Context: an optimization exercise on an open-source flow, tuned for small area, a short achievable clock period and few clock cycles. The choices shown serve that exercise and are no tape-out recipe. At most, simulation tests tie the RTL to the original design; equivalence was not proved. For run 1, only the layout was checked, not whether the RTL still works.

==> flow/design.v (outline; a module is shown in full before it is edited, if it fits) <==
// module MTX_MUL: 365 lines
// module MTX_FA: 6 lines
// module MTX_XNOR: 5 lines
// module MTX_OR: 5 lines
module MTX_MUL( MP, ready, m1, m2, load, clk );
  // ...
==> flow/flow/run.sh <==
#!/bin/bash
# The standard layout (standard.sh), with three changes: ports are buffered with
# buf_1 instead of the default buffer; CTS uses clkbuf_8 sink clusters without
# dummy loads; and timing repair aims at 5.15 ns of setup slack (a 3.85 ns period),
# the clock itself staying at the design's period.
# make's output goes to flow.log here; each ORFS step also keeps its own log
# under orfs/logs/.
set -euo pipefail
bash standard.sh \
  "BUFFER_PORTS_ARGS=-buffer_cell sky130_fd_sc_hd__buf_1" \
  "CTS_ARGS=-sink_clustering_enable -repair_clock_nets -sink_clustering_size 20 -sink_clustering_max_diameter 50 -buf_list sky130_fd_sc_hd__clkbuf_8 -dont_use_dummy_load" \
  SETUP_SLACK_MARGIN=5.25 \
  finish > flow.log 2>&1
==> flow/standard.sh <==
#!/bin/bash
# synth_recipe.tcl (not shown) runs the flow's synth.tcl, then flattens the netlist and writes it again
# the make line also repeats each setting of config.mk as NAME=value (left out here)
make -C /OpenROAD-flow-scripts/flow DESIGN_CONFIG=/design/flow/config.mk WORK_HOME=/design/flow/orfs CLKGATE_MAP_FILE= SYNTH_SCRIPT=/design/flow/synth_recipe.tcl "${@:-finish}"
==> flow/config.mk <==
export PLATFORM = sky130hd
export DESIGN_NAME = MTX_MUL
export DESIGN_NICKNAME = MTX_MUL
export VERILOG_FILES = /design/flow/design.v
export SDC_FILE = /design/flow/constraint.sdc
export NUM_CORES = 4
export LEC_CHECK = 0
export ABC_CLOCK_PERIOD_IN_PS = 4000
export CAP_MARGIN = 20
export CORE_MARGIN = 2
export CORE_UTILIZATION = 75
export CTS_BUF_LIST = sky130_fd_sc_hd__clkbuf_8
export CTS_CLUSTER_DIAMETER = 50
export CTS_CLUSTER_SIZE = 20
export SETUP_SLACK_MARGIN = 5.0
export SLEW_MARGIN = 20
export SYNTH_HIERARCHICAL = 1
export SYNTH_MINIMUM_KEEP_SIZE = 0
==> flow/constraint.sdc <==
create_clock -name core_clock -period 9.0 [get_ports {clk}]
set_input_delay 1.8000 -clock core_clock [delete_from_list [all_inputs] [get_ports {clk}]]
set_output_delay 1.8000 -clock core_clock [all_outputs]
set_load 0.01 [all_outputs]
==> summary.md, run 1 <==
| Metric | Value |
|---|---|
| Mean area per synthesized cell | 13.5 um2 |
| Final clock skew | 0.0691 ns |
| Minimum clock period | 3.88 ns |
| Synthesized instance count | 1064 |
| Fmax | 0.258 GHz |
| Arrival @ worst endpoint | 2.08 ns |
| WP depth | 3 |
| R2R Setup Slk | 5.33 ns |
| Multi-input gates | 634 |
| Setup bufs post-CTS | 1 |
| CTS tree | done |
| Post-Syn Area | 14400 um2 |
| Most common cell after layout, fill and taps aside | dfxtp_1 |
| Fin Setup TNS | 0 ns |
| Final Net Count | 1339 |
| Layout cells sized above 1 | 8.85% |
| GR met3 Demand/Resource | 5.15% |
| Compound-Gate Fraction of Synth Area | 1.27% |
| Area of the multi-input gates | 6900 um2 |
| NonClk Buf Share | 1.76% |
| Final worst slack | 5.12 ns |
| Status | finished clean |
| Relative slew slack | 42.8% |
| RR Startpoint | ar2[5] |
| Die footprint | 20300 um2 |
| Vias in the first global route | 8185 |
| WL per Instance | 19.3 um |
| TAP cells | 234 |
| GPL Wtd Cong | 0.888 |
| Critical path's slowest cell | buf_6 |
| Setup crit end | ready |
| CP Launch Point | load |
| Seq/total area | 47.5% |
| Peak fanout along the critical path | 2 |
| Post-synth EDFFs | 32 |
| Largest net degree at the start of global routing | 21 |
| Via count | 7381 |
| Io pins | 37 |
| Vias/cell | 5.65 |
==> module MTX_MUL, before the edit <==
module MTX_MUL( MP, ready, m1, m2, load, clk );
	input[7:0] m1, m2;
	input load, clk;
	output[17:0] MP;
	output ready;
	reg [4:0] cnt;
	reg pl, run, rdyn;
	wire [4:0] idx = ( load & ~pl ) ? 5'd0 : cnt;
	always @( posedge clk ) begin
		pl  <= load;
		cnt <= idx + 5'd1;
		run <= load | ( run & ( idx != 5'd31 ) );
		rdyn <= ~( run & ( idx >= 5'd15 ) & ( idx != 5'd31 ) );
	end
	reg [7:0] a [0:11];
	integer k;
	always @( posedge clk ) begin
		a[0] <= m1;
		for( k = 1; k < 12; k = k + 1 ) a[k] <= a[k-1];
	end
	reg [7:0] ar0, ar1, ar2, ar3;
	always @( posedge clk ) begin
		if( idx[1:0] == 2'b00 ) begin
			ar0 <= a[11];
			ar1 <= a[10];
		end
		if( idx[1:0] == 2'b01 ) begin
			ar2 <= a[10];
			ar3 <= a[9];
		end
	end
	reg [7:0] b0 [0:3];
	reg [7:0] b1 [0:3];
	reg [7:0] b2 [0:3];
	reg [7:0] b3 [0:3];
	always @( posedge clk ) begin
		b0[0] <= ( load && idx[3:2] == 2'd0 ) ? m2 : b0[3];
		b1[0] <= ( load && idx[3:2] == 2'd1 ) ? m2 : b1[3];
		b2[0] <= ( load && idx[3:2] == 2'd2 ) ? m2 : b2[3];
		b3[0] <= ( load && idx[3:2] == 2'd3 ) ? m2 : b3[3];
		for( k = 1; k < 4; k = k + 1 ) begin
			b0[k] <= b0[k-1];
			b1[k] <= b1[k-1];
			b2[k] <= b2[k-1];
			b3[k] <= b3[k-1];
		end
	end
	wire [7:0] b0t = b0[0];
	wire [7:0] b1t = b1[0];
	wire [7:0] b2t = b2[1];
	wire [7:0] b3t = b3[1];
	wire s1_1, s1_2, s1_3, s1_4, s1_5, s1_6, s1_7, s1_8, s1_9, s1_10, s1_11, s1_12, s1_13, s1_14, s1_15, s1_16, s1_17, s1_18, s1_19, s1_20, s1_21, s1_22, s1_23, s1_24, s1_25, s1_26, s1_27, s1_28, s1_29, s1_30, s1_31, s1_32, s1_33, s1_34, s1_35, s1_36, s1_37, s1_38, s1_39, s1_40, s1_41, s1_42, s1_43, s1_44, s1_45, s1_46, s1_47, s1_48, s1_49, s1_50, s1_51, s1_52, s1_53, s1_54, s1_55, s1_56, s1_57, s1_58, s1_59, s1_60, s1_61, s1_62, s1_63, s1_64, s1_65, s1_66, s1_67, s1_68, s1_69, s1_70, s1_71, s1_72, s1_73, s1_74, s1_75, s1_76, s1_77, s1_78, s1_79, s1_80, s1_81, s1_82, s1_83, s1_84, s1_85, s1_86, s1_87, s1_88, s1_89, s1_90, s1_91, s1_92, s1_93, s1_94, s1_95, s1_96, s1_97, s1_98, s1_99, s1_100, s1_101, s1_102, s1_103, s1_104, s1_105, s1_106, s1_107, s1_108, s1_109, s1_110, s1_111, s1_112, s1_113, s1_114, s1_115, s1_116, s1_117, s1_118, s1_119, s1_120, s1_121, s1_122, s1_123, s1_124, s1_125, s1_126, s1_127, s1_128, s1_129, s1_130, s1_131, s1_132, s1_133, s1_134, s1_135, s1_136, s1_137, s1_138, s1_139, s1_140, s1_141, s1_142, s1_143, s1_144, s1_145, s1_146, s1_147, s1_148, s1_149, s1_150, s1_151, s1_152, s1_153, s1_154, s1_155, s1_156, s1_157, s1_158, s1_159, s1_160, s1_161, s1_162, s1_163, s1_164, s1_165, s1_166, s1_167, s1_168, s1_169, s1_170, s1_171, s1_172, s1_173, s1_174, s1_175, s1_176, s1_177, s1_178, s1_179, s1_180, s1_181, s1_182, s1_183, s1_184, s1_185, s1_186, s1_187, s1_188, s1_189, s1_190, s1_191, s1_192, s1_193, s1_194, s1_195, s1_196, s1_197, s1_198, s1_199, s1_200, s1_201, s1_202, s1_203, s1_204, s1_205, s1_206, s1_207, s1_208, s1_209, s1_210, s1_211, s1_212, s1_213, s1_214, s1_215, s1_216, s1_217, s1_218;
	MTX_FA u_s1_1 ( .a( ~( ar0[0] & b0t[6] ) ), .b( ~( ar0[1] & b0t[5] ) ), .c( ~( ar0[2] & b0t[4] ) ), .s( s1_1 ), .co( s1_2 ) );
	MTX_FA u_s1_3 ( .a( ~( ar0[0] & b0t[7] ) ), .b( ~( ar0[1] & b0t[6] ) ), .c( ~( ar0[2] & b0t[5] ) ), .s( s1_3 ), .co( s1_4 ) );
	MTX_FA u_s1_5 ( .a( ~( ar0[3] & b0t[4] ) ), .b( ~( ar0[4] & b0t[3] ) ), .c( ~( ar0[5] & b0t[2] ) ), .s( s1_5 ), .co( s1_6 ) );
	MTX_FA u_s1_7 ( .a( ~( ar0[1] & b0t[7] ) ), .b( ~( ar0[2] & b0t[6] ) ), .c( ~( ar0[3] & b0t[5] ) ), .s( s1_7 ), .co( s1_8 ) );
	MTX_FA u_s1_9 ( .a( ~( ar0[4] & b0t[4] ) ), .b( ~( ar0[5] & b0t[3] ) ), .c( ~( ar0[6] & b0t[2] ) ), .s( s1_9 ), .co( s1_10 ) );
	MTX_FA u_s1_11 ( .a( ~( ar0[2] & b0t[7] ) ), .b( ~( ar0[3] & b0t[6] ) ), .c( ~( ar0[4] & b0t[5] ) ), .s( s1_11 ), .co( s1_12 ) );
	MTX_FA u_s1_13 ( .a( ~( ar0[0] & b0t[4] ) ), .b( ~( ar0[1] & b0t[3] ) ), .c( ~( ar0[2] & b0t[2] ) ), .s( s1_13 ), .co( s1_14 ) );
	MTX_FA u_s1_15 ( .a( ~( ar0[0] & b0t[5] ) ), .b( ~( ar0[1] & b0t[4] ) ), .c( ~( ar0[2] & b0t[3] ) ), .s( s1_15 ), .co( s1_16 ) );
	MTX_FA u_s1_17 ( .a( ~( ar0[3] & b0t[2] ) ), .b( ~( ar0[4] & b0t[1] ) ), .c( ~( ar0[5] & b0t[0] ) ), .s( s1_17 ), .co( s1_18 ) );
	MTX_FA u_s1_19 ( .a( ~( ar0[3] & b0t[3] ) ), .b( ~( ar0[4] & b0t[2] ) ), .c( ~( ar0[5] & b0t[1] ) ), .s( s1_19 ), .co( s1_20 ) );
	MTX_FA u_s1_21 ( .a( ~( ar0[6] & b0t[0] ) ), .b( ~( ar1[0] & b1t[6] ) ), .c( ~( ar1[1] & b1t[5] ) ), .s( s1_21 ), .co( s1_22 ) );
	MTX_FA u_s1_23 ( .a( ~( ar1[2] & b1t[4] ) ), .b( ~( ar1[3] & b1t[3] ) ), .c( ~( ar1[4] & b1t[2] ) ), .s( s1_23 ), .co( s1_24 ) );
	MTX_FA u_s1_25 ( .a( ~( ar0[6] & b0t[1] ) ), .b( ~( ar0[7] & b0t[0] ) ), .c( ~( ar1[0] & b1t[7] ) ), .s( s1_25 ), .co( s1_26 ) );
	MTX_FA u_s1_27 ( .a( ~( ar1[1] & b1t[6] ) ), .b( ~( ar1[2] & b1t[5] ) ), .c( ~( ar1[3] & b1t[4] ) ), .s( s1_27 ), .co( s1_28 ) );
	MTX_FA u_s1_29 ( .a( ~( ar1[4] & b1t[3] ) ), .b( ~( ar1[5] & b1t[2] ) ), .c( ~( ar1[6] & b1t[1] ) ), .s( s1_29 ), .co( s1_30 ) );
	MTX_FA u_s1_31 ( .a( ~( ar1[7] & b1t[0] ) ), .b( s1_2 ), .c( s1_3 ), .s( s1_31 ), .co( s1_32 ) );
	MTX_FA u_s1_33 ( .a( ~( ar0[7] & b0t[1] ) ), .b( ~( ar1[1] & b1t[7] ) ), .c( ~( ar1[2] & b1t[6] ) ), .s( s1_33 ), .co( s1_34 ) );
	MTX_FA u_s1_35 ( .a( ~( ar1[3] & b1t[5] ) ), .b( ~( ar1[4] & b1t[4] ) ), .c( ~( ar1[5] & b1t[3] ) ), .s( s1_35 ), .co( s1_36 ) );
	MTX_FA u_s1_37 ( .a( ~( ar1[6] & b1t[2] ) ), .b( ~( ar1[7] & b1t[1] ) ), .c( s1_4 ), .s( s1_37 ), .co( s1_38 ) );
	MTX_FA u_s1_39 ( .a( s1_6 ), .b( s1_7 ), .c( s1_9 ), .s( s1_39 ), .co( s1_40 ) );
	MTX_FA u_s1_41 ( .a( ~( ar0[5] & b0t[4] ) ), .b( ~( ar0[6] & b0t[3] ) ), .c( ~( ar0[7] & b0t[2] ) ), .s( s1_41 ), .co( s1_42 ) );
	MTX_FA u_s1_43 ( .a( ~( ar1[2] & b1t[7] ) ), .b( ~( ar1[3] & b1t[6] ) ), .c( ~( ar1[4] & b1t[5] ) ), .s( s1_43 ), .co( s1_44 ) );
	MTX_FA u_s1_45 ( .a( ~( ar1[5] & b1t[4] ) ), .b( ~( ar1[6] & b1t[3] ) ), .c( ~( ar1[7] & b1t[2] ) ), .s( s1_45 ), .co( s1_46 ) );
	MTX_FA u_s1_47 ( .a( s1_10 ), .b( s1_11 ), .c( s1_8 ), .s( s1_47 ), .co( s1_48 ) );
	MTX_FA u_s1_49 ( .a( ~( ar0[3] & b0t[7] ) ), .b( ~( ar0[4] & b0t[6] ) ), .c( ~( ar0[5] & b0t[5] ) ), .s( s1_49 ), .co( s1_50 ) );
	MTX_FA u_s1_51 ( .a( ~( ar0[6] & b0t[4] ) ), .b( ~( ar0[7] & b0t[3] ) ), .c( ~( ar1[3] & b1t[7] ) ), .s( s1_51 ), .co( s1_52 ) );
	MTX_FA u_s1_53 ( .a( ~( ar1[4] & b1t[6] ) ), .b( ~( ar1[5] & b1t[5] ) ), .c( ~( ar1[6] & b1t[4] ) ), .s( s1_53 ), .co( s1_54 ) );
	MTX_FA u_s1_55 ( .a( ~( ar0[4] & b0t[7] ) ), .b( ~( ar0[5] & b0t[6] ) ), .c( ~( ar0[6] & b0t[5] ) ), .s( s1_55 ), .co( s1_56 ) );
	MTX_FA u_s1_57 ( .a( ~( ar0[0] & b0t[3] ) ), .b( ~( ar0[1] & b0t[2] ) ), .c( ~( ar0[2] & b0t[1] ) ), .s( s1_57 ), .co( s1_58 ) );
	MTX_FA u_s1_59 ( .a( ~( ar0[3] & b0t[1] ) ), .b( ~( ar0[4] & b0t[0] ) ), .c( ~( ar1[0] & b1t[4] ) ), .s( s1_59 ), .co( s1_60 ) );
	MTX_FA u_s1_61 ( .a( ~( ar1[1] & b1t[3] ) ), .b( ~( ar1[2] & b1t[2] ) ), .c( ~( ar1[3] & b1t[1] ) ), .s( s1_61 ), .co( s1_62 ) );
	MTX_FA u_s1_63 ( .a( ~( ar1[0] & b1t[5] ) ), .b( ~( ar1[1] & b1t[4] ) ), .c( ~( ar1[2] & b1t[3] ) ), .s( s1_63 ), .co( s1_64 ) );
	MTX_FA u_s1_65 ( .a( ~( ar1[3] & b1t[2] ) ), .b( ~( ar1[4] & b1t[1] ) ), .c( ~( ar1[5] & b1t[0] ) ), .s( s1_65 ), .co( s1_66 ) );
	MTX_FA u_s1_67 ( .a( s1_14 ), .b( s1_15 ), .c( s1_17 ), .s( s1_67 ), .co( s1_68 ) );
	MTX_FA u_s1_69 ( .a( ~( ar1[5] & b1t[1] ) ), .b( ~( ar1[6] & b1t[0] ) ), .c( s1_1 ), .s( s1_69 ), .co( s1_70 ) );
	MTX_FA u_s1_71 ( .a( s1_16 ), .b( s1_18 ), .c( s1_19 ), .s( s1_71 ), .co( s1_72 ) );
	MTX_XNOR u_s1_73 ( .a( s1_21 ), .b( s1_23 ), .y( s1_73 ) );
	MTX_OR u_s1_74 ( .a( s1_21 ), .b( s1_23 ), .y( s1_74 ) );
	MTX_FA u_s1_75 ( .a( s1_20 ), .b( s1_22 ), .c( s1_24 ), .s( s1_75 ), .co( s1_76 ) );
	MTX_FA u_s1_77 ( .a( s1_25 ), .b( s1_27 ), .c( s1_29 ), .s( s1_77 ), .co( s1_78 ) );
	MTX_XNOR u_s1_79 ( .a( s1_5 ), .b( s1_31 ), .y( s1_79 ) );
	MTX_OR u_s1_80 ( .a( s1_5 ), .b( s1_31 ), .y( s1_80 ) );
	MTX_FA u_s1_81 ( .a( s1_26 ), .b( s1_28 ), .c( s1_30 ), .s( s1_81 ), .co( s1_82 ) );
	MTX_FA u_s1_83 ( .a( s1_33 ), .b( s1_35 ), .c( s1_32 ), .s( s1_83 ), .co( s1_84 ) );
	MTX_XNOR u_s1_85 ( .a( s1_37 ), .b( s1_39 ), .y( s1_85 ) );
	MTX_OR u_s1_86 ( .a( s1_37 ), .b( s1_39 ), .y( s1_86 ) );
	MTX_FA u_s1_87 ( .a( s1_34 ), .b( s1_36 ), .c( s1_41 ), .s( s1_87 ), .co( s1_88 ) );
	MTX_FA u_s1_89 ( .a( s1_43 ), .b( s1_45 ), .c( s1_38 ), .s( s1_89 ), .co( s1_90 ) );
	MTX_XNOR u_s1_91 ( .a( s1_40 ), .b( s1_47 ), .y( s1_91 ) );
	MTX_OR u_s1_92 ( .a( s1_40 ), .b( s1_47 ), .y( s1_92 ) );
	MTX_FA u_s1_93 ( .a( ~( ar1[7] & b1t[3] ) ), .b( s1_12 ), .c( s1_42 ), .s( s1_93 ), .co( s1_94 ) );
	MTX_FA u_s1_95 ( .a( s1_44 ), .b( s1_46 ), .c( s1_49 ), .s( s1_95 ), .co( s1_96 ) );
	MTX_FA u_s1_97 ( .a( s1_51 ), .b( s1_53 ), .c( s1_48 ), .s( s1_97 ), .co( s1_98 ) );
	MTX_FA u_s1_99 ( .a( ~( ar0[7] & b0t[4] ) ), .b( ~( ar1[4] & b1t[7] ) ), .c( ~( ar1[5] & b1t[6] ) ), .s( s1_99 ), .co( s1_100 ) );
	MTX_FA u_s1_101 ( .a( ~( ar1[6] & b1t[5] ) ), .b( ~( ar1[7] & b1t[4] ) ), .c( s1_50 ), .s( s1_101 ), .co( s1_102 ) );
	MTX_FA u_s1_103 ( .a( s1_52 ), .b( s1_54 ), .c( s1_55 ), .s( s1_103 ), .co( s1_104 ) );
	MTX_FA u_s1_105 ( .a( ~( ar0[5] & b0t[7] ) ), .b( ~( ar0[6] & b0t[6] ) ), .c( ~( ar0[7] & b0t[5] ) ), .s( s1_105 ), .co( s1_106 ) );
	MTX_FA u_s1_107 ( .a( ~( ar1[5] & b1t[7] ) ), .b( ~( ar1[6] & b1t[6] ) ), .c( ~( ar1[7] & b1t[5] ) ), .s( s1_107 ), .co( s1_108 ) );
	MTX_FA u_s1_109 ( .a( ~( ar0[0] & b0t[2] ) ), .b( ~( ar0[1] & b0t[1] ) ), .c( ~( ar0[2] & b0t[0] ) ), .s( s1_109 ), .co( s1_110 ) );
	MTX_FA u_s1_111 ( .a( ~( ar0[3] & b0t[0] ) ), .b( ~( ar1[0] & b1t[3] ) ), .c( ~( ar1[1] & b1t[2] ) ), .s( s1_111 ), .co( s1_112 ) );
	MTX_FA u_s1_113 ( .a( ~( ar1[2] & b1t[1] ) ), .b( ~( ar1[3] & b1t[0] ) ), .c( s1_57 ), .s( s1_113 ), .co( s1_114 ) );
	MTX_FA u_s1_115 ( .a( ~( ar1[4] & b1t[0] ) ), .b( s1_13 ), .c( s1_58 ), .s( s1_115 ), .co( s1_116 ) );
	MTX_XNOR u_s1_117 ( .a( s1_59 ), .b( s1_61 ), .y( s1_117 ) );
	MTX_OR u_s1_118 ( .a( s1_59 ), .b( s1_61 ), .y( s1_118 ) );
	MTX_FA u_s1_119 ( .a( s1_60 ), .b( s1_62 ), .c( s1_63 ), .s( s1_119 ), .co( s1_120 ) );
	MTX_XNOR u_s1_121 ( .a( s1_65 ), .b( s1_67 ), .y( s1_121 ) );
	MTX_OR u_s1_122 ( .a( s1_65 ), .b( s1_67 ), .y( s1_122 ) );
	MTX_FA u_s1_123 ( .a( s1_64 ), .b( s1_66 ), .c( s1_68 ), .s( s1_123 ), .co( s1_124 ) );
	MTX_FA u_s1_125 ( .a( s1_69 ), .b( s1_71 ), .c( s1_73 ), .s( s1_125 ), .co( s1_126 ) );
	MTX_FA u_s1_127 ( .a( s1_70 ), .b( s1_72 ), .c( s1_74 ), .s( s1_127 ), .co( s1_128 ) );
	MTX_FA u_s1_129 ( .a( s1_75 ), .b( s1_77 ), .c( s1_79 ), .s( s1_129 ), .co( s1_130 ) );
	MTX_FA u_s1_131 ( .a( s1_76 ), .b( s1_78 ), .c( s1_81 ), .s( s1_131 ), .co( s1_132 ) );
	MTX_FA u_s1_133 ( .a( s1_80 ), .b( s1_83 ), .c( s1_85 ), .s( s1_133 ), .co( s1_134 ) );
	MTX_FA u_s1_135 ( .a( s1_82 ), .b( s1_87 ), .c( s1_84 ), .s( s1_135 ), .co( s1_136 ) );
	MTX_FA u_s1_137 ( .a( s1_86 ), .b( s1_89 ), .c( s1_91 ), .s( s1_137 ), .co( s1_138 ) );
	MTX_FA u_s1_139 ( .a( s1_88 ), .b( s1_93 ), .c( s1_95 ), .s( s1_139 ), .co( s1_140 ) );
	MTX_FA u_s1_141 ( .a( s1_90 ), .b( s1_92 ), .c( s1_97 ), .s( s1_141 ), .co( s1_142 ) );
	MTX_FA u_s1_143 ( .a( s1_99 ), .b( s1_101 ), .c( s1_103 ), .s( s1_143 ), .co( s1_144 ) );
	MTX_FA u_s1_145 ( .a( s1_94 ), .b( s1_96 ), .c( s1_98 ), .s( s1_145 ), .co( s1_146 ) );
	MTX_FA u_s1_147 ( .a( s1_100 ), .b( s1_105 ), .c( s1_107 ), .s( s1_147 ), .co( s1_148 ) );
	MTX_FA u_s1_149 ( .a( s1_56 ), .b( s1_102 ), .c( s1_104 ), .s( s1_149 ), .co( s1_150 ) );
	MTX_FA u_s1_151 ( .a( ~( ar0[6] & b0t[7] ) ), .b( ~( ar0[7] & b0t[6] ) ), .c( ~( ar1[6] & b1t[7] ) ), .s( s1_151 ), .co( s1_152 ) );
	MTX_FA u_s1_153 ( .a( ~( ar1[7] & b1t[6] ) ), .b( s1_106 ), .c( s1_108 ), .s( s1_153 ), .co( s1_154 ) );
	MTX_FA u_s1_155 ( .a( ~( ar0[0] & b0t[1] ) ), .b( ~( ar0[1] & b0t[0] ) ), .c( ~( ar1[0] & b1t[1] ) ), .s( s1_155 ), .co( s1_156 ) );
	MTX_FA u_s1_157 ( .a( ~( ar1[0] & b1t[2] ) ), .b( ~( ar1[1] & b1t[1] ) ), .c( ~( ar1[2] & b1t[0] ) ), .s( s1_157 ), .co( s1_158 ) );
	MTX_FA u_s1_159 ( .a( s1_110 ), .b( s1_111 ), .c( s1_113 ), .s( s1_159 ), .co( s1_160 ) );
	MTX_FA u_s1_161 ( .a( s1_112 ), .b( s1_114 ), .c( s1_115 ), .s( s1_161 ), .co( s1_162 ) );
	MTX_FA u_s1_163 ( .a( s1_116 ), .b( s1_118 ), .c( s1_119 ), .s( s1_163 ), .co( s1_164 ) );
	MTX_FA u_s1_165 ( .a( s1_120 ), .b( s1_122 ), .c( s1_123 ), .s( s1_165 ), .co( s1_166 ) );
	MTX_FA u_s1_167 ( .a( s1_124 ), .b( s1_126 ), .c( s1_127 ), .s( s1_167 ), .co( s1_168 ) );
	MTX_FA u_s1_169 ( .a( s1_128 ), .b( s1_131 ), .c( s1_130 ), .s( s1_169 ), .co( s1_170 ) );
	MTX_FA u_s1_171 ( .a( s1_132 ), .b( s1_134 ), .c( s1_135 ), .s( s1_171 ), .co( s1_172 ) );
	MTX_FA u_s1_173 ( .a( s1_139 ), .b( s1_136 ), .c( s1_138 ), .s( s1_173 ), .co( s1_174 ) );
	MTX_FA u_s1_175 ( .a( s1_140 ), .b( s1_143 ), .c( s1_142 ), .s( s1_175 ), .co( s1_176 ) );
	MTX_FA u_s1_177 ( .a( s1_147 ), .b( s1_144 ), .c( s1_149 ), .s( s1_177 ), .co( s1_178 ) );
	MTX_FA u_s1_179 ( .a( s1_151 ), .b( s1_148 ), .c( s1_153 ), .s( s1_179 ), .co( s1_180 ) );
	MTX_FA u_s1_181 ( .a( ~( ar0[7] & b0t[7] ) ), .b( ~( ar1[7] & b1t[7] ) ), .c( s1_152 ), .s( s1_181 ), .co( s1_182 ) );
	MTX_FA u_s1_183 ( .a( s1_109 ), .b( s1_156 ), .c( s1_157 ), .s( s1_183 ), .co( s1_184 ) );
	MTX_XNOR u_s1_185 ( .a( s1_158 ), .b( s1_159 ), .y( s1_185 ) );
	MTX_OR u_s1_186 ( .a( s1_158 ), .b( s1_159 ), .y( s1_186 ) );
	MTX_FA u_s1_187 ( .a( s1_117 ), .b( s1_160 ), .c( s1_161 ), .s( s1_187 ), .co( s1_188 ) );
	MTX_FA u_s1_189 ( .a( s1_121 ), .b( s1_162 ), .c( s1_163 ), .s( s1_189 ), .co( s1_190 ) );
	MTX_FA u_s1_191 ( .a( s1_125 ), .b( s1_164 ), .c( s1_165 ), .s( s1_191 ), .co( s1_192 ) );
	MTX_FA u_s1_193 ( .a( s1_129 ), .b( s1_166 ), .c( s1_167 ), .s( s1_193 ), .co( s1_194 ) );
	MTX_FA u_s1_195 ( .a( s1_133 ), .b( s1_168 ), .c( s1_169 ), .s( s1_195 ), .co( s1_196 ) );
	MTX_FA u_s1_197 ( .a( s1_137 ), .b( s1_170 ), .c( s1_171 ), .s( s1_197 ), .co( s1_198 ) );
	MTX_FA u_s1_199 ( .a( s1_141 ), .b( s1_172 ), .c( s1_173 ), .s( s1_199 ), .co( s1_200 ) );
	MTX_FA u_s1_201 ( .a( s1_145 ), .b( s1_174 ), .c( s1_175 ), .s( s1_201 ), .co( s1_202 ) );
	MTX_FA u_s1_203 ( .a( s1_146 ), .b( s1_177 ), .c( s1_176 ), .s( s1_203 ), .co( s1_204 ) );
	MTX_FA u_s1_205 ( .a( s1_150 ), .b( s1_179 ), .c( s1_178 ), .s( s1_205 ), .co( s1_206 ) );
	MTX_FA u_s1_207 ( .a( s1_154 ), .b( s1_181 ), .c( s1_180 ), .s( s1_207 ), .co( s1_208 ) );
	MTX_XNOR u_s1_209 ( .a( ~( ar0[0] & b0t[0] ) ), .b( ~( ar1[0] & b1t[0] ) ), .y( s1_209 ) );
	MTX_OR u_s1_210 ( .a( ~( ar0[0] & b0t[0] ) ), .b( ~( ar1[0] & b1t[0] ) ), .y( s1_210 ) );
	MTX_FA u_s1_211 ( .a( ~( ar1[1] & b1t[0] ) ), .b( s1_155 ), .c( s1_210 ), .s( s1_211 ), .co( s1_212 ) );
	MTX_XNOR u_s1_213 ( .a( s1_183 ), .b( s1_212 ), .y( s1_213 ) );
	MTX_OR u_s1_214 ( .a( s1_183 ), .b( s1_212 ), .y( s1_214 ) );
	MTX_FA u_s1_215 ( .a( s1_184 ), .b( s1_214 ), .c( s1_185 ), .s( s1_215 ), .co( s1_216 ) );
	MTX_FA u_s1_217 ( .a( s1_186 ), .b( s1_187 ), .c( s1_216 ), .s( s1_217 ), .co( s1_218 ) );
	reg [27:0] cs1;
	wire [27:0] s1 = { s1_208, s1_182, s1_206, s1_207, s1_204, s1_205, s1_202, s1_203, s1_200, s1_201, s1_198, s1_199, s1_196, s1_197, s1_194, s1_195, s1_192, s1_193, s1_190, s1_191, s1_218, s1_188, s1_189, s1_217, s1_215, s1_213, s1_211, s1_209 };
	wire s2_1, s2_2, s2_3, s2_4, s2_5, s2_6, s2_7, s2_8, s2_9, s2_10, s2_11, s2_12, s2_13, s2_14, s2_15, s2_16, s2_17, s2_18, s2_19, s2_20, s2_21, s2_22, s2_23, s2_24, s2_25, s2_26, s2_27, s2_28, s2_29, s2_30, s2_31, s2_32, s2_33, s2_34, s2_35, s2_36, s2_37, s2_38, s2_39, s2_40, s2_41, s2_42, s2_43, s2_44, s2_45, s2_46, s2_47, s2_48, s2_49, s2_50, s2_51, s2_52, s2_53, s2_54, s2_55, s2_56, s2_57, s2_58, s2_59, s2_60, s2_61, s2_62, s2_63, s2_64, s2_65, s2_66, s2_67, s2_68, s2_69, s2_70, s2_71, s2_72, s2_73, s2_74, s2_75, s2_76, s2_77, s2_78, s2_79, s2_80, s2_81, s2_82, s2_83, s2_84, s2_85, s2_86, s2_87, s2_88, s2_89, s2_90, s2_91, s2_92, s2_93, s2_94, s2_95, s2_96, s2_97, s2_98, s2_99, s2_100, s2_101, s2_102, s2_103, s2_104, s2_105, s2_106, s2_107, s2_108, s2_109, s2_110, s2_111, s2_112, s2_113, s2_114, s2_115, s2_116, s2_117, s2_118, s2_119, s2_120, s2_121, s2_122, s2_123, s2_124, s2_125, s2_126, s2_127, s2_128, s2_129, s2_130, s2_131, s2_132, s2_133, s2_134, s2_135, s2_136, s2_137, s2_138, s2_139, s2_140, s2_141, s2_142, s2_143, s2_144, s2_145, s2_146, s2_147, s2_148, s2_149, s2_150, s2_151, s2_152, s2_153, s2_154, s2_155, s2_156, s2_157, s2_158, s2_159, s2_160, s2_161, s2_162, s2_163, s2_164, s2_165, s2_166, s2_167, s2_168, s2_169, s2_170, s2_171, s2_172, s2_173, s2_174, s2_175, s2_176, s2_177, s2_178, s2_179, s2_180, s2_181, s2_182, s2_183, s2_184, s2_185, s2_186, s2_187, s2_188, s2_189, s2_190, s2_191, s2_192, s2_193, s2_194, s2_195, s2_196, s2_197, s2_198, s2_199, s2_200, s2_201, s2_202, s2_203, s2_204, s2_205, s2_206, s2_207, s2_208, s2_209, s2_210, s2_211, s2_212, s2_213, s2_214, s2_215, s2_216, s2_217, s2_218, s2_219, s2_220, s2_221, s2_222, s2_223, s2_224, s2_225, s2_226, s2_227, s2_228, s2_229, s2_230, s2_231, s2_232, s2_233, s2_234, s2_235, s2_236, s2_237, s2_238, s2_239, s2_240, s2_241, s2_242, s2_243, s2_244, s2_245, s2_246, s2_247, s2_248, s2_249, s2_250, s2_251, s2_252, s2_253, s2_254, s2_255, s2_256, s2_257, s2_258, s2_259, s2_260, s2_261, s2_262, s2_263, s2_264, s2_265, s2_266, s2_267, s2_268, s2_269, s2_270;
	MTX_FA u_s2_1 ( .a( cs1[5] ), .b( cs1[6] ), .c( cs1[7] ), .s( s2_1 ), .co( s2_2 ) );
	MTX_FA u_s2_3 ( .a( cs1[8] ), .b( cs1[9] ), .c( ~( ar2[0] & b2t[6] ) ), .s( s2_3 ), .co( s2_4 ) );
	MTX_FA u_s2_5 ( .a( ~( ar2[1] & b2t[5] ) ), .b( ~( ar2[2] & b2t[4] ) ), .c( ~( ar2[3] & b2t[3] ) ), .s( s2_5 ), .co( s2_6 ) );
	MTX_FA u_s2_7 ( .a( cs1[10] ), .b( cs1[11] ), .c( ~( ar2[0] & b2t[7] ) ), .s( s2_7 ), .co( s2_8 ) );
	MTX_FA u_s2_9 ( .a( ~( ar2[1] & b2t[6] ) ), .b( ~( ar2[2] & b2t[5] ) ), .c( ~( ar2[3] & b2t[4] ) ), .s( s2_9 ), .co( s2_10 ) );
	MTX_FA u_s2_11 ( .a( ~( ar2[4] & b2t[3] ) ), .b( ~( ar2[5] & b2t[2] ) ), .c( ~( ar2[6] & b2t[1] ) ), .s( s2_11 ), .co( s2_12 ) );
	MTX_FA u_s2_13 ( .a( ~( ar2[7] & b2t[0] ) ), .b( ~( ar3[0] & b3t[7] ) ), .c( ~( ar3[1] & b3t[6] ) ), .s( s2_13 ), .co( s2_14 ) );
	MTX_FA u_s2_15 ( .a( cs1[12] ), .b( cs1[13] ), .c( ~( ar2[1] & b2t[7] ) ), .s( s2_15 ), .co( s2_16 ) );
	MTX_FA u_s2_17 ( .a( ~( ar2[2] & b2t[6] ) ), .b( ~( ar2[3] & b2t[5] ) ), .c( ~( ar2[4] & b2t[4] ) ), .s( s2_17 ), .co( s2_18 ) );
	MTX_FA u_s2_19 ( .a( ~( ar2[5] & b2t[3] ) ), .b( ~( ar2[6] & b2t[2] ) ), .c( ~( ar2[7] & b2t[1] ) ), .s( s2_19 ), .co( s2_20 ) );
	MTX_FA u_s2_21 ( .a( ~( ar3[1] & b3t[7] ) ), .b( ~( ar3[2] & b3t[6] ) ), .c( ~( ar3[3] & b3t[5] ) ), .s( s2_21 ), .co( s2_22 ) );
	MTX_FA u_s2_23 ( .a( cs1[14] ), .b( cs1[15] ), .c( ~( ar2[2] & b2t[7] ) ), .s( s2_23 ), .co( s2_24 ) );
	MTX_FA u_s2_25 ( .a( ~( ar2[3] & b2t[6] ) ), .b( ~( ar2[4] & b2t[5] ) ), .c( ~( ar2[5] & b2t[4] ) ), .s( s2_25 ), .co( s2_26 ) );
	MTX_FA u_s2_27 ( .a( ~( ar2[6] & b2t[3] ) ), .b( ~( ar2[7] & b2t[2] ) ), .c( ~( ar3[2] & b3t[7] ) ), .s( s2_27 ), .co( s2_28 ) );
	MTX_FA u_s2_29 ( .a( cs1[16] ), .b( cs1[17] ), .c( ~( ar2[3] & b2t[7] ) ), .s( s2_29 ), .co( s2_30 ) );
	MTX_FA u_s2_31 ( .a( cs1[4] ), .b( ~( ar2[0] & b2t[4] ) ), .c( ~( ar2[1] & b2t[3] ) ), .s( s2_31 ), .co( s2_32 ) );
	MTX_FA u_s2_33 ( .a( ~( ar2[0] & b2t[5] ) ), .b( ~( ar2[1] & b2t[4] ) ), .c( ~( ar2[2] & b2t[3] ) ), .s( s2_33 ), .co( s2_34 ) );
	MTX_FA u_s2_35 ( .a( ~( ar2[3] & b2t[2] ) ), .b( ~( ar2[4] & b2t[1] ) ), .c( ~( ar2[5] & b2t[0] ) ), .s( s2_35 ), .co( s2_36 ) );
	MTX_FA u_s2_37 ( .a( ~( ar3[0] & b3t[5] ) ), .b( ~( ar3[1] & b3t[4] ) ), .c( ~( ar3[2] & b3t[3] ) ), .s( s2_37 ), .co( s2_38 ) );
	MTX_FA u_s2_39 ( .a( ~( ar2[4] & b2t[2] ) ), .b( ~( ar2[5] & b2t[1] ) ), .c( ~( ar2[6] & b2t[0] ) ), .s( s2_39 ), .co( s2_40 ) );
	MTX_FA u_s2_41 ( .a( ~( ar3[0] & b3t[6] ) ), .b( ~( ar3[1] & b3t[5] ) ), .c( ~( ar3[2] & b3t[4] ) ), .s( s2_41 ), .co( s2_42 ) );
	MTX_FA u_s2_43 ( .a( ~( ar3[3] & b3t[3] ) ), .b( ~( ar3[4] & b3t[2] ) ), .c( ~( ar3[5] & b3t[1] ) ), .s( s2_43 ), .co( s2_44 ) );
	MTX_FA u_s2_45 ( .a( ~( ar3[6] & b3t[0] ) ), .b( s2_2 ), .c( s2_3 ), .s( s2_45 ), .co( s2_46 ) );
	MTX_FA u_s2_47 ( .a( ~( ar3[2] & b3t[5] ) ), .b( ~( ar3[3] & b3t[4] ) ), .c( ~( ar3[4] & b3t[3] ) ), .s( s2_47 ), .co( s2_48 ) );
	MTX_FA u_s2_49 ( .a( ~( ar3[5] & b3t[2] ) ), .b( ~( ar3[6] & b3t[1] ) ), .c( ~( ar3[7] & b3t[0] ) ), .s( s2_49 ), .co( s2_50 ) );
	MTX_FA u_s2_51 ( .a( s2_11 ), .b( s2_13 ), .c( s2_4 ), .s( s2_51 ), .co( s2_52 ) );
	MTX_FA u_s2_53 ( .a( s2_6 ), .b( s2_7 ), .c( s2_9 ), .s( s2_53 ), .co( s2_54 ) );
	MTX_FA u_s2_55 ( .a( ~( ar3[4] & b3t[4] ) ), .b( ~( ar3[5] & b3t[3] ) ), .c( ~( ar3[6] & b3t[2] ) ), .s( s2_55 ), .co( s2_56 ) );
	MTX_FA u_s2_57 ( .a( ~( ar3[7] & b3t[1] ) ), .b( s2_10 ), .c( s2_12 ), .s( s2_57 ), .co( s2_58 ) );
	MTX_FA u_s2_59 ( .a( s2_14 ), .b( s2_15 ), .c( s2_17 ), .s( s2_59 ), .co( s2_60 ) );
	MTX_FA u_s2_61 ( .a( s2_19 ), .b( s2_21 ), .c( s2_8 ), .s( s2_61 ), .co( s2_62 ) );
	MTX_FA u_s2_63 ( .a( ~( ar3[3] & b3t[6] ) ), .b( ~( ar3[4] & b3t[5] ) ), .c( ~( ar3[5] & b3t[4] ) ), .s( s2_63 ), .co( s2_64 ) );
	MTX_FA u_s2_65 ( .a( ~( ar3[6] & b3t[3] ) ), .b( ~( ar3[7] & b3t[2] ) ), .c( s2_16 ), .s( s2_65 ), .co( s2_66 ) );
	MTX_FA u_s2_67 ( .a( s2_18 ), .b( s2_20 ), .c( s2_22 ), .s( s2_67 ), .co( s2_68 ) );
	MTX_FA u_s2_69 ( .a( s2_23 ), .b( s2_25 ), .c( s2_27 ), .s( s2_69 ), .co( s2_70 ) );
	MTX_FA u_s2_71 ( .a( ~( ar2[4] & b2t[6] ) ), .b( ~( ar2[5] & b2t[5] ) ), .c( ~( ar2[6] & b2t[4] ) ), .s( s2_71 ), .co( s2_72 ) );
	MTX_FA u_s2_73 ( .a( ~( ar2[7] & b2t[3] ) ), .b( ~( ar3[3] & b3t[7] ) ), .c( ~( ar3[4] & b3t[6] ) ), .s( s2_73 ), .co( s2_74 ) );
	MTX_FA u_s2_75 ( .a( ~( ar3[5] & b3t[5] ) ), .b( ~( ar3[6] & b3t[4] ) ), .c( ~( ar3[7] & b3t[3] ) ), .s( s2_75 ), .co( s2_76 ) );
	MTX_FA u_s2_77 ( .a( s2_24 ), .b( s2_26 ), .c( s2_28 ), .s( s2_77 ), .co( s2_78 ) );
	MTX_FA u_s2_79 ( .a( cs1[18] ), .b( cs1[19] ), .c( ~( ar2[4] & b2t[7] ) ), .s( s2_79 ), .co( s2_80 ) );
	MTX_FA u_s2_81 ( .a( ~( ar2[5] & b2t[6] ) ), .b( ~( ar2[6] & b2t[5] ) ), .c( ~( ar2[7] & b2t[4] ) ), .s( s2_81 ), .co( s2_82 ) );
	MTX_FA u_s2_83 ( .a( ~( ar3[4] & b3t[7] ) ), .b( ~( ar3[5] & b3t[6] ) ), .c( ~( ar3[6] & b3t[5] ) ), .s( s2_83 ), .co( s2_84 ) );
	MTX_FA u_s2_85 ( .a( cs1[20] ), .b( cs1[21] ), .c( ~( ar2[5] & b2t[7] ) ), .s( s2_85 ), .co( s2_86 ) );
	MTX_FA u_s2_87 ( .a( cs1[2] ), .b( ~( ar2[0] & b2t[2] ) ), .c( ~( ar2[1] & b2t[1] ) ), .s( s2_87 ), .co( s2_88 ) );
	MTX_FA u_s2_89 ( .a( cs1[3] ), .b( ~( ar2[0] & b2t[3] ) ), .c( ~( ar2[1] & b2t[2] ) ), .s( s2_89 ), .co( s2_90 ) );
	MTX_FA u_s2_91 ( .a( ~( ar2[2] & b2t[1] ) ), .b( ~( ar2[3] & b2t[0] ) ), .c( ~( ar3[0] & b3t[3] ) ), .s( s2_91 ), .co( s2_92 ) );
	MTX_FA u_s2_93 ( .a( ~( ar2[2] & b2t[2] ) ), .b( ~( ar2[3] & b2t[1] ) ), .c( ~( ar2[4] & b2t[0] ) ), .s( s2_93 ), .co( s2_94 ) );
	MTX_FA u_s2_95 ( .a( ~( ar3[0] & b3t[4] ) ), .b( ~( ar3[1] & b3t[3] ) ), .c( ~( ar3[2] & b3t[2] ) ), .s( s2_95 ), .co( s2_96 ) );
	MTX_FA u_s2_97 ( .a( ~( ar3[3] & b3t[1] ) ), .b( ~( ar3[4] & b3t[0] ) ), .c( s2_31 ), .s( s2_97 ), .co( s2_98 ) );
	MTX_FA u_s2_99 ( .a( ~( ar3[3] & b3t[2] ) ), .b( ~( ar3[4] & b3t[1] ) ), .c( ~( ar3[5] & b3t[0] ) ), .s( s2_99 ), .co( s2_100 ) );
	MTX_FA u_s2_101 ( .a( s2_1 ), .b( s2_32 ), .c( s2_33 ), .s( s2_101 ), .co( s2_102 ) );
	MTX_XNOR u_s2_103 ( .a( s2_35 ), .b( s2_37 ), .y( s2_103 ) );
	MTX_OR u_s2_104 ( .a( s2_35 ), .b( s2_37 ), .y( s2_104 ) );
	MTX_FA u_s2_105 ( .a( s2_34 ), .b( s2_36 ), .c( s2_38 ), .s( s2_105 ), .co( s2_106 ) );
	MTX_FA u_s2_107 ( .a( s2_39 ), .b( s2_41 ), .c( s2_43 ), .s( s2_107 ), .co( s2_108 ) );
	MTX_XNOR u_s2_109 ( .a( s2_5 ), .b( s2_45 ), .y( s2_109 ) );
	MTX_OR u_s2_110 ( .a( s2_5 ), .b( s2_45 ), .y( s2_110 ) );
	MTX_FA u_s2_111 ( .a( s2_40 ), .b( s2_42 ), .c( s2_44 ), .s( s2_111 ), .co( s2_112 ) );
	MTX_FA u_s2_113 ( .a( s2_47 ), .b( s2_49 ), .c( s2_46 ), .s( s2_113 ), .co( s2_114 ) );
	MTX_XNOR u_s2_115 ( .a( s2_51 ), .b( s2_53 ), .y( s2_115 ) );
	MTX_OR u_s2_116 ( .a( s2_51 ), .b( s2_53 ), .y( s2_116 ) );
	MTX_FA u_s2_117 ( .a( s2_48 ), .b( s2_50 ), .c( s2_55 ), .s( s2_117 ), .co( s2_118 ) );
	MTX_FA u_s2_119 ( .a( s2_52 ), .b( s2_54 ), .c( s2_57 ), .s( s2_119 ), .co( s2_120 ) );
	MTX_XNOR u_s2_121 ( .a( s2_59 ), .b( s2_61 ), .y( s2_121 ) );
	MTX_OR u_s2_122 ( .a( s2_59 ), .b( s2_61 ), .y( s2_122 ) );
	MTX_FA u_s2_123 ( .a( s2_56 ), .b( s2_63 ), .c( s2_58 ), .s( s2_123 ), .co( s2_124 ) );
	MTX_FA u_s2_125 ( .a( s2_60 ), .b( s2_62 ), .c( s2_65 ), .s( s2_125 ), .co( s2_126 ) );
	MTX_XNOR u_s2_127 ( .a( s2_67 ), .b( s2_69 ), .y( s2_127 ) );
	MTX_OR u_s2_128 ( .a( s2_67 ), .b( s2_69 ), .y( s2_128 ) );
	MTX_FA u_s2_129 ( .a( s2_29 ), .b( s2_64 ), .c( s2_71 ), .s( s2_129 ), .co( s2_130 ) );
	MTX_FA u_s2_131 ( .a( s2_73 ), .b( s2_75 ), .c( s2_66 ), .s( s2_131 ), .co( s2_132 ) );
	MTX_FA u_s2_133 ( .a( s2_68 ), .b( s2_70 ), .c( s2_77 ), .s( s2_133 ), .co( s2_134 ) );
	MTX_FA u_s2_135 ( .a( ~( ar3[7] & b3t[4] ) ), .b( s2_30 ), .c( s2_72 ), .s( s2_135 ), .co( s2_136 ) );
	MTX_FA u_s2_137 ( .a( s2_74 ), .b( s2_76 ), .c( s2_79 ), .s( s2_137 ), .co( s2_138 ) );
	MTX_FA u_s2_139 ( .a( s2_81 ), .b( s2_83 ), .c( s2_78 ), .s( s2_139 ), .co( s2_140 ) );
	MTX_FA u_s2_141 ( .a( ~( ar2[6] & b2t[6] ) ), .b( ~( ar2[7] & b2t[5] ) ), .c( ~( ar3[5] & b3t[7] ) ), .s( s2_141 ), .co( s2_142 ) );
	MTX_FA u_s2_143 ( .a( ~( ar3[6] & b3t[6] ) ), .b( ~( ar3[7] & b3t[5] ) ), .c( s2_80 ), .s( s2_143 ), .co( s2_144 ) );
	MTX_FA u_s2_145 ( .a( s2_82 ), .b( s2_84 ), .c( s2_85 ), .s( s2_145 ), .co( s2_146 ) );
	MTX_FA u_s2_147 ( .a( cs1[22] ), .b( cs1[23] ), .c( ~( ar2[6] & b2t[7] ) ), .s( s2_147 ), .co( s2_148 ) );
	MTX_FA u_s2_149 ( .a( ~( ar2[7] & b2t[6] ) ), .b( ~( ar3[6] & b3t[7] ) ), .c( ~( ar3[7] & b3t[6] ) ), .s( s2_149 ), .co( s2_150 ) );
	MTX_FA u_s2_151 ( .a( cs1[1] ), .b( ~( ar2[0] & b2t[1] ) ), .c( ~( ar2[1] & b2t[0] ) ), .s( s2_151 ), .co( s2_152 ) );
	MTX_FA u_s2_153 ( .a( ~( ar2[2] & b2t[0] ) ), .b( ~( ar3[0] & b3t[2] ) ), .c( ~( ar3[1] & b3t[1] ) ), .s( s2_153 ), .co( s2_154 ) );
	MTX_FA u_s2_155 ( .a( ~( ar3[1] & b3t[2] ) ), .b( ~( ar3[2] & b3t[1] ) ), .c( ~( ar3[3] & b3t[0] ) ), .s( s2_155 ), .co( s2_156 ) );
	MTX_FA u_s2_157 ( .a( s2_88 ), .b( s2_89 ), .c( s2_91 ), .s( s2_157 ), .co( s2_158 ) );
	MTX_FA u_s2_159 ( .a( s2_90 ), .b( s2_92 ), .c( s2_93 ), .s( s2_159 ), .co( s2_160 ) );
	MTX_XNOR u_s2_161 ( .a( s2_95 ), .b( s2_97 ), .y( s2_161 ) );
	MTX_OR u_s2_162 ( .a( s2_95 ), .b( s2_97 ), .y( s2_162 ) );
	MTX_FA u_s2_163 ( .a( s2_94 ), .b( s2_96 ), .c( s2_99 ), .s( s2_163 ), .co( s2_164 ) );
	MTX_FA u_s2_165 ( .a( s2_101 ), .b( s2_103 ), .c( s2_98 ), .s( s2_165 ), .co( s2_166 ) );
	MTX_FA u_s2_167 ( .a( s2_100 ), .b( s2_102 ), .c( s2_104 ), .s( s2_167 ), .co( s2_168 ) );
	MTX_FA u_s2_169 ( .a( s2_105 ), .b( s2_107 ), .c( s2_109 ), .s( s2_169 ), .co( s2_170 ) );
	MTX_FA u_s2_171 ( .a( s2_106 ), .b( s2_108 ), .c( s2_111 ), .s( s2_171 ), .co( s2_172 ) );
	MTX_FA u_s2_173 ( .a( s2_110 ), .b( s2_113 ), .c( s2_115 ), .s( s2_173 ), .co( s2_174 ) );
	MTX_FA u_s2_175 ( .a( s2_112 ), .b( s2_117 ), .c( s2_114 ), .s( s2_175 ), .co( s2_176 ) );
	MTX_FA u_s2_177 ( .a( s2_116 ), .b( s2_119 ), .c( s2_121 ), .s( s2_177 ), .co( s2_178 ) );
	MTX_FA u_s2_179 ( .a( s2_118 ), .b( s2_120 ), .c( s2_122 ), .s( s2_179 ), .co( s2_180 ) );
	MTX_FA u_s2_181 ( .a( s2_123 ), .b( s2_125 ), .c( s2_127 ), .s( s2_181 ), .co( s2_182 ) );
	MTX_FA u_s2_183 ( .a( s2_129 ), .b( s2_124 ), .c( s2_126 ), .s( s2_183 ), .co( s2_184 ) );
	MTX_FA u_s2_185 ( .a( s2_128 ), .b( s2_131 ), .c( s2_133 ), .s( s2_185 ), .co( s2_186 ) );
	MTX_FA u_s2_187 ( .a( s2_130 ), .b( s2_135 ), .c( s2_137 ), .s( s2_187 ), .co( s2_188 ) );
	MTX_FA u_s2_189 ( .a( s2_132 ), .b( s2_134 ), .c( s2_139 ), .s( s2_189 ), .co( s2_190 ) );
	MTX_FA u_s2_191 ( .a( s2_141 ), .b( s2_136 ), .c( s2_138 ), .s( s2_191 ), .co( s2_192 ) );
	MTX_FA u_s2_193 ( .a( s2_143 ), .b( s2_145 ), .c( s2_140 ), .s( s2_193 ), .co( s2_194 ) );
	MTX_FA u_s2_195 ( .a( s2_142 ), .b( s2_147 ), .c( s2_149 ), .s( s2_195 ), .co( s2_196 ) );
	MTX_FA u_s2_197 ( .a( s2_86 ), .b( s2_144 ), .c( s2_146 ), .s( s2_197 ), .co( s2_198 ) );
	MTX_FA u_s2_199 ( .a( cs1[24] ), .b( cs1[25] ), .c( ~( ar2[7] & b2t[7] ) ), .s( s2_199 ), .co( s2_200 ) );
	MTX_FA u_s2_201 ( .a( ~( ar3[7] & b3t[7] ) ), .b( s2_148 ), .c( s2_150 ), .s( s2_201 ), .co( s2_202 ) );
	MTX_FA u_s2_203 ( .a( ~( ar3[2] & b3t[0] ) ), .b( s2_152 ), .c( s2_153 ), .s( s2_203 ), .co( s2_204 ) );
	MTX_FA u_s2_205 ( .a( s2_154 ), .b( s2_155 ), .c( s2_157 ), .s( s2_205 ), .co( s2_206 ) );
	MTX_FA u_s2_207 ( .a( s2_156 ), .b( s2_158 ), .c( s2_159 ), .s( s2_207 ), .co( s2_208 ) );
	MTX_FA u_s2_209 ( .a( s2_160 ), .b( s2_163 ), .c( s2_162 ), .s( s2_209 ), .co( s2_210 ) );
	MTX_FA u_s2_211 ( .a( s2_164 ), .b( s2_166 ), .c( s2_167 ), .s( s2_211 ), .co( s2_212 ) );
	MTX_FA u_s2_213 ( .a( s2_168 ), .b( s2_171 ), .c( s2_170 ), .s( s2_213 ), .co( s2_214 ) );
	MTX_FA u_s2_215 ( .a( s2_172 ), .b( s2_174 ), .c( s2_175 ), .s( s2_215 ), .co( s2_216 ) );
	MTX_FA u_s2_217 ( .a( s2_176 ), .b( s2_178 ), .c( s2_179 ), .s( s2_217 ), .co( s2_218 ) );
	MTX_FA u_s2_219 ( .a( s2_180 ), .b( s2_182 ), .c( s2_183 ), .s( s2_219 ), .co( s2_220 ) );
	MTX_FA u_s2_221 ( .a( s2_187 ), .b( s2_184 ), .c( s2_186 ), .s( s2_221 ), .co( s2_222 ) );
	MTX_FA u_s2_223 ( .a( s2_188 ), .b( s2_191 ), .c( s2_190 ), .s( s2_223 ), .co( s2_224 ) );
	MTX_FA u_s2_225 ( .a( s2_195 ), .b( s2_192 ), .c( s2_197 ), .s( s2_225 ), .co( s2_226 ) );
	MTX_FA u_s2_227 ( .a( s2_199 ), .b( s2_196 ), .c( s2_201 ), .s( s2_227 ), .co( s2_228 ) );
	MTX_FA u_s2_229 ( .a( cs1[26] ), .b( cs1[27] ), .c( s2_200 ), .s( s2_229 ), .co( s2_230 ) );
	MTX_FA u_s2_231 ( .a( cs1[0] ), .b( ~( ar2[0] & b2t[0] ) ), .c( ~( ar3[0] & b3t[0] ) ), .s( s2_231 ), .co( s2_232 ) );
	MTX_FA u_s2_233 ( .a( ~( ar3[0] & b3t[1] ) ), .b( ~( ar3[1] & b3t[0] ) ), .c( s2_151 ), .s( s2_233 ), .co( s2_234 ) );
	MTX_XNOR u_s2_235 ( .a( s2_87 ), .b( s2_203 ), .y( s2_235 ) );
	MTX_OR u_s2_236 ( .a( s2_87 ), .b( s2_203 ), .y( s2_236 ) );
	MTX_XNOR u_s2_237 ( .a( s2_204 ), .b( s2_205 ), .y( s2_237 ) );
	MTX_OR u_s2_238 ( .a( s2_204 ), .b( s2_205 ), .y( s2_238 ) );
	MTX_FA u_s2_239 ( .a( s2_161 ), .b( s2_206 ), .c( s2_207 ), .s( s2_239 ), .co( s2_240 ) );
	MTX_FA u_s2_241 ( .a( s2_165 ), .b( s2_208 ), .c( s2_209 ), .s( s2_241 ), .co( s2_242 ) );
	MTX_FA u_s2_243 ( .a( s2_169 ), .b( s2_210 ), .c( s2_211 ), .s( s2_243 ), .co( s2_244 ) );
	MTX_FA u_s2_245 ( .a( s2_173 ), .b( s2_212 ), .c( s2_213 ), .s( s2_245 ), .co( s2_246 ) );
	MTX_FA u_s2_247 ( .a( s2_177 ), .b( s2_214 ), .c( s2_215 ), .s( s2_247 ), .co( s2_248 ) );
	MTX_FA u_s2_249 ( .a( s2_181 ), .b( s2_216 ), .c( s2_217 ), .s( s2_249 ), .co( s2_250 ) );
	MTX_FA u_s2_251 ( .a( s2_185 ), .b( s2_218 ), .c( s2_219 ), .s( s2_251 ), .co( s2_252 ) );
	MTX_FA u_s2_253 ( .a( s2_189 ), .b( s2_220 ), .c( s2_221 ), .s( s2_253 ), .co( s2_254 ) );
	MTX_FA u_s2_255 ( .a( s2_193 ), .b( s2_222 ), .c( s2_223 ), .s( s2_255 ), .co( s2_256 ) );
	MTX_FA u_s2_257 ( .a( s2_194 ), .b( s2_225 ), .c( s2_224 ), .s( s2_257 ), .co( s2_258 ) );
	MTX_FA u_s2_259 ( .a( s2_198 ), .b( s2_227 ), .c( s2_226 ), .s( s2_259 ), .co( s2_260 ) );
	MTX_FA u_s2_261 ( .a( s2_202 ), .b( s2_229 ), .c( s2_228 ), .s( s2_261 ), .co( s2_262 ) );
	MTX_XNOR u_s2_263 ( .a( s2_232 ), .b( s2_233 ), .y( s2_263 ) );
	MTX_OR u_s2_264 ( .a( s2_232 ), .b( s2_233 ), .y( s2_264 ) );
	MTX_FA u_s2_265 ( .a( s2_234 ), .b( s2_235 ), .c( s2_264 ), .s( s2_265 ), .co( s2_266 ) );
	MTX_FA u_s2_267 ( .a( s2_236 ), .b( s2_237 ), .c( s2_266 ), .s( s2_267 ), .co( s2_268 ) );
	MTX_FA u_s2_269 ( .a( s2_238 ), .b( s2_239 ), .c( s2_268 ), .s( s2_269 ), .co( s2_270 ) );
	reg [31:0] cs2;
	wire [31:0] s2 = { 1'b1, s2_262, s2_261, s2_259, s2_257, s2_255, s2_253, s2_251, s2_249, s2_247, s2_245, s2_243, s2_240, 1'b1, s2_230, s2_260, s2_258, s2_256, s2_254, s2_252, s2_250, s2_248, s2_246, s2_244, s2_242, s2_241, s2_270, s2_269, s2_267, s2_265, s2_263, s2_231 };
	wire [12:0] ag = cs2[18:6] & cs2[31:19];
	wire [12:0] ap = cs2[18:6] ^ cs2[31:19];
	wire ag0 = ag[0] | ( ap[0] & cs2[5] );
	wire pg0_1, pg0_3, pp0_3, pg0_5, pp0_5, pg0_7, pp0_7, pg0_9, pp0_9, pg0_11, pp0_11, pg1_2, pg1_3, pg1_6, pp1_6, pg1_7, pp1_7, pg1_10, pp1_10, pg1_11, pp1_11, pg2_4, pg2_5, pg2_6, pg2_7, pg2_12, pp2_12, pg3_8, pg3_9, pg3_10, pg3_11, pg3_12;
	assign pg0_1 = ag[1] | ( ap[1] & ag0 );
	assign pg0_3 = ag[3] | ( ap[3] & ag[2] );
	assign pp0_3 = ap[3] & ap[2];
	assign pg0_5 = ag[5] | ( ap[5] & ag[4] );
	assign pp0_5 = ap[5] & ap[4];
	assign pg0_7 = ag[7] | ( ap[7] & ag[6] );
	assign pp0_7 = ap[7] & ap[6];
	assign pg0_9 = ag[9] | ( ap[9] & ag[8] );
	assign pp0_9 = ap[9] & ap[8];
	assign pg0_11 = ag[11] | ( ap[11] & ag[10] );
	assign pp0_11 = ap[11] & ap[10];
	assign pg1_2 = ag[2] | ( ap[2] & pg0_1 );
	assign pg1_3 = pg0_3 | ( pp0_3 & pg0_1 );
	assign pg1_6 = ag[6] | ( ap[6] & pg0_5 );
	assign pp1_6 = ap[6] & pp0_5;
	assign pg1_7 = pg0_7 | ( pp0_7 & pg0_5 );
	assign pp1_7 = pp0_7 & pp0_5;
	assign pg1_10 = ag[10] | ( ap[10] & pg0_9 );
	assign pp1_10 = ap[10] & pp0_9;
	assign pg1_11 = pg0_11 | ( pp0_11 & pg0_9 );
	assign pp1_11 = pp0_11 & pp0_9;
	assign pg2_4 = ag[4] | ( ap[4] & pg1_3 );
	assign pg2_5 = pg0_5 | ( pp0_5 & pg1_3 );
	assign pg2_6 = pg1_6 | ( pp1_6 & pg1_3 );
	assign pg2_7 = pg1_7 | ( pp1_7 & pg1_3 );
	assign pg2_12 = ag[12] | ( ap[12] & pg1_11 );
	assign pp2_12 = ap[12] & pp1_11;
	assign pg3_8 = ag[8] | ( ap[8] & pg2_7 );
	assign pg3_9 = pg0_9 | ( pp0_9 & pg2_7 );
	assign pg3_10 = pg1_10 | ( pp1_10 & pg2_7 );
	assign pg3_11 = pg1_11 | ( pp1_11 & pg2_7 );
	assign pg3_12 = pg2_12 | ( pp2_12 & pg2_7 );
	wire [12:0] fsum = { ( ap[12] ^ pg3_11 ), ( ap[11] ^ pg3_10 ), ( ap[10] ^ pg3_9 ), ( ap[9] ^ pg3_8 ), ( ap[8] ^ pg2_7 ), ( ap[7] ^ pg2_6 ), ( ap[6] ^ pg2_5 ), ( ap[5] ^ pg2_4 ), ( ap[4] ^ pg1_3 ), ( ap[3] ^ pg1_2 ), ( ap[2] ^ pg0_1 ), ( ap[1] ^ ag0 ), ( ap[0] ^ cs2[5] ) };
	reg [17:0] mp;
	always @( posedge clk ) begin
		cs1 <= s1;
		cs2 <= s2;
		mp <= ~{ fsum, cs2[4:0] };
	end
	assign ready = ~( rdyn | load );
	assign MP = mp;
endmodule
==> run 2, diff against run 1 <==
--- a/flow/design.v
+++ b/flow/design.v
@@ -5,13 +5,13 @@
 	output[17:0] MP;
 	output ready;
 	reg [4:0] cnt;
-	reg pl, run, rdyn;
-	wire [4:0] idx = ( load & ~pl ) ? 5'd0 : cnt;
+	reg pl, rdyn;
+	wire first = load & ~pl;
+	wire [4:0] idx = first ? 5'd0 : cnt;
 	always @( posedge clk ) begin
-		pl  <= load;
-		cnt <= idx + 5'd1;
-		run <= load | ( run & ( idx != 5'd31 ) );
-		rdyn <= ~( run & ( idx >= 5'd15 ) & ( idx != 5'd31 ) );
+		pl <= load;
+		if( first | ( cnt != 5'd31 ) ) cnt <= idx + 5'd1;
+		rdyn <= ~( ( idx >= 5'd15 ) & ( idx != 5'd31 ) );
 	end
 	reg [7:0] a [0:11];
 	integer k;
@@ -35,10 +35,10 @@
 	reg [7:0] b2 [0:3];
 	reg [7:0] b3 [0:3];
 	always @( posedge clk ) begin
-		b0[0] <= ( load && idx[3:2] == 2'd0 ) ? m2 : b0[3];
-		b1[0] <= ( load && idx[3:2] == 2'd1 ) ? m2 : b1[3];
-		b2[0] <= ( load && idx[3:2] == 2'd2 ) ? m2 : b2[3];
-		b3[0] <= ( load && idx[3:2] == 2'd3 ) ? m2 : b3[3];
+		b0[0] <= ( idx[4:2] == 3'd0 ) ? m2 : b0[3];
+		b1[0] <= ( idx[4:2] == 3'd1 ) ? m2 : b1[3];
+		b2[0] <= ( idx[4:2] == 3'd2 ) ? m2 : b2[3];
+		b3[0] <= ( idx[4:2] == 3'd3 ) ? m2 : b3[3];
 		for( k = 1; k < 4; k = k + 1 ) begin
 			b0[k] <= b0[k-1];
 			b1[k] <= b1[k-1];
==> run 2 against run 1 <==
- sequential cell count decreased by 1
- first-iteration DRC count is 11% lower
- still clean on timing, DRC and antenna
==> summary.md, run 2 <==
| Metric | Value |
|---|---|
| Vias/cell | 5.63 (was 5.65) |
| Area of the multi-input gates | 6860 um2 (was 6900 um2) |
| Post-synth top area cell | dfxtp_1 (unchanged) |
| Io pins | 37 (unchanged) |
| Sink Count | 339 (was 340) |
| Fin Setup TNS | 0 ns (unchanged) |
| Post-route cell area | 15100 um2 (was 15000 um2) |
| Post-synth EDFFs | 37 (was 32) |
| Minimum clock period | 3.88 ns (about the same) |
| Peak fanout along the critical path | 2 (unchanged) |
| Die width | 142 um (about the same) |
| CTS tree | done (unchanged) |
| Post-synth cell types | 38 (unchanged) |
| Final clock skew | 0.0971 ns (was 0.0691 ns) |
| Final hold viol count | 0 (unchanged) |
| Crit end category | primary output (unchanged) |
| Max reg flops | 96 (unchanged) |
| Largest net degree at the start of global routing | 21 (unchanged) |
| First-pass GRT wire length | 41.7 mm (was 41.3 mm) |
| Via count | 7361 (was 7381) |
| Root Buffer | clkbuf_8 (unchanged) |
| Most common cell after layout, fill and taps aside | dfxtp_1 (unchanged) |
| Mean area per synthesized cell | 13.6 um2 (was 13.5 um2) |
| Area Growth Syn to Fin | 5.09% (was 4.74%) |
| GPL Wtd Cong | 0.900 (was 0.888) |
| Synthesized instance count | 1057 (was 1064) |
| Number of synthesized register bits | 339 (was 340) |
| Layout cells sized above 1 | 8.95% (was 8.85%) |
| Total Routing Usage GR | 27.4% (was 27.2%) |
| Die footprint | 20200 um2 (was 20300 um2) |
| Critical path's slowest cell | buf_8 (was buf_6) |
| Vias in the first global route | 8149 (was 8185) |
| Fmax | 0.258 GHz (about the same) |
| Status | finished clean (unchanged) |
| Area contributors post-synth | dfxtp_1 (42%), fa_1 (32%), edfxtp_1 (7.8%), nand2_1 (7.0%), mux2_2 (1.9%) (was dfxtp_1 (43%), fa_1 (32%), nand2_1 (6.9%), edfxtp_1 (6.7%), mux2_2 (2.5%)) |
| GR met3 Demand/Resource | 4.61% (was 5.15%) |
| Arrival @ worst endpoint | 2.08 ns (about the same) |
| Final Net Count | 1337 (was 1339) |
| Final Max Tran Viols | 0 (unchanged) |
| Relative slew slack | 40.3% (was 42.8%) |
| Busiest grt layer | met2 (unchanged) |
| Seq/Total Area, Yosys | 50.0% (was 49.6%) |
| WL per Instance | 19.5 um (was 19.3 um) |
| Post-Syn Area | 14300 um2 (was 14400 um2) |
| Synth top cells by count | dfxtp_1 (302), nand2_1 (266), fa_1 (231), clkbuf_1 (64), edfxtp_1 (37) (was dfxtp_1 (308), nand2_1 (264), fa_1 (231), clkbuf_1 (64)) |
| Top FF cell, synth | dfxtp_1 (unchanged) |
| Starting Density | 76.6% (was 76.5%) |
| Met2 usage | 46.6% (was 46.7%) |
## run 2: cell count changes after synthesis, sizes merged, moves of 2 or more
cell,before,now
dfxtp,308,302
edfxtp,32,37
inv,23,19
nand4,3,0
and2,5,3
ha,15,13
nand2,265,267
o21ai,5,3
## run 2: path summary, 6_finish.rpt
path	start	end	slack [ns]	cells past startpoint
worst max register to register	ar2[5]	cs2[23]	5.34	7
worst max-delay path	load	ready	5.12	3
worst min-delay path	b2[2][3]	b2[3][3]	0.27	0
worst min register to register	b2[2][3]	b2[3][3]	0.27	0
## run 2: kinds of logic (layout without fill, tap and decap cells)
family	Yosys count	in the layout	share of synthesized area, %
fa+ha+maj	244	244	33.4
mux	33	33	2.79
flops	339	339	50.0
buf+inv	84	100	2.25
simple gates	311	311	9.12
compound gates	22	22	1.00
xor+xnor	24	24	1.47
## run 2: cell type report
| type | count | share of cell area (%) |
|---|---|---|
| clock buffer | 26 | 2.38 |
| inverter | 19 | 0.474 |
| sequential | 339 | 47.6 |
| tap | 234 | 1.94 |
| timing repair buffer | 55 | 2.05 |
| multi-input combinational | 634 | 45.5 |
## run 2: what timing repair did
action                                  4_1_cts  5_1_grt
gates cloned                                  0        0
setup buffers                                 1       18
endpoints found under the setup margin        1        9
hold buffers                                  0        0
pin swaps                                     1        1
resized for setup                             7       11
## run 2: modules after synthesis (local to each module, per instance)
module | cells inside | copies in the design | flops+latches | cell area, um2
MTX_MUL | 795 | 1 | 339 | 9530
MTX_FA | 1 | 226 | 0 | 20.0
MTX_XNOR | 1 | 18 | 0 | 8.76
MTX_OR | 1 | 18 | 0 | 6.26
## run 2: metrics by stage
| step | util, % | hold slack [ns] | instances | worst slack [ns] |
|---|---|---|---|---|
| 2_1_floorplan | - | 0.310 | 1057 | 5.27 |
| 3_3_place_gp | 77.6 | 0.310 | 1262 | 5.04 |
| 3_5_place_dp | 77.6 | 0.312 | 1262 | 5.01 |
| 4_1_cts | 79.6 | 0.270 | 1289 | 5.12 |
| 5_1_grt | 80.5 | 0.286 | 1307 | 5.12 |
| 6_report | 80.5 | 0.268 | 1307 | 5.12 |
## run 2: routing by layer
metal / vias up / routed length (um)
li1: 3264 / -
met1: 3797 / 10200
met2: 234 / 12800
met3: 66 / 1440
met4: 0 / 962
met5: - / 0
Testbench counts of run 2, summed over its fixed seeds: cycles 6,144.

## separate check: timing with driven ports
Ports are ideal in the flow. The routed layouts listed here were re-timed in OpenROAD. Step 1 assumes that a clkbuf_16 drives the clock port and a buf_2 every other input. Step 2 adds t to the input delays and takes it off the output delays; t is the mean of the earliest and latest rising clock arrival at the registers after step 1. Input paths then give back, and output paths get back, about the clock's delay inside the block. a / b / c = ideal / step 1 / step 2; a / b = the first two.
run	t (ns)	slack for setup (ns)	hold slack, ns	worst setup path after step 2	clock arrival spread, ns
run 1	0.583	5.118 / 5.073 / 5.073	0.283 / 0.283 / 0.283	input to output	0.071 / 0.072
run 2	0.584	5.124 / 5.085 / 5.085	0.268 / 0.268 / 0.268	input to output	0.097 / 0.097
After both steps setup and hold are still met in every run listed. The setup slack of run 1, which loses most, moves by -0.045 ns with the drivers and by -0.045 ns with both steps.
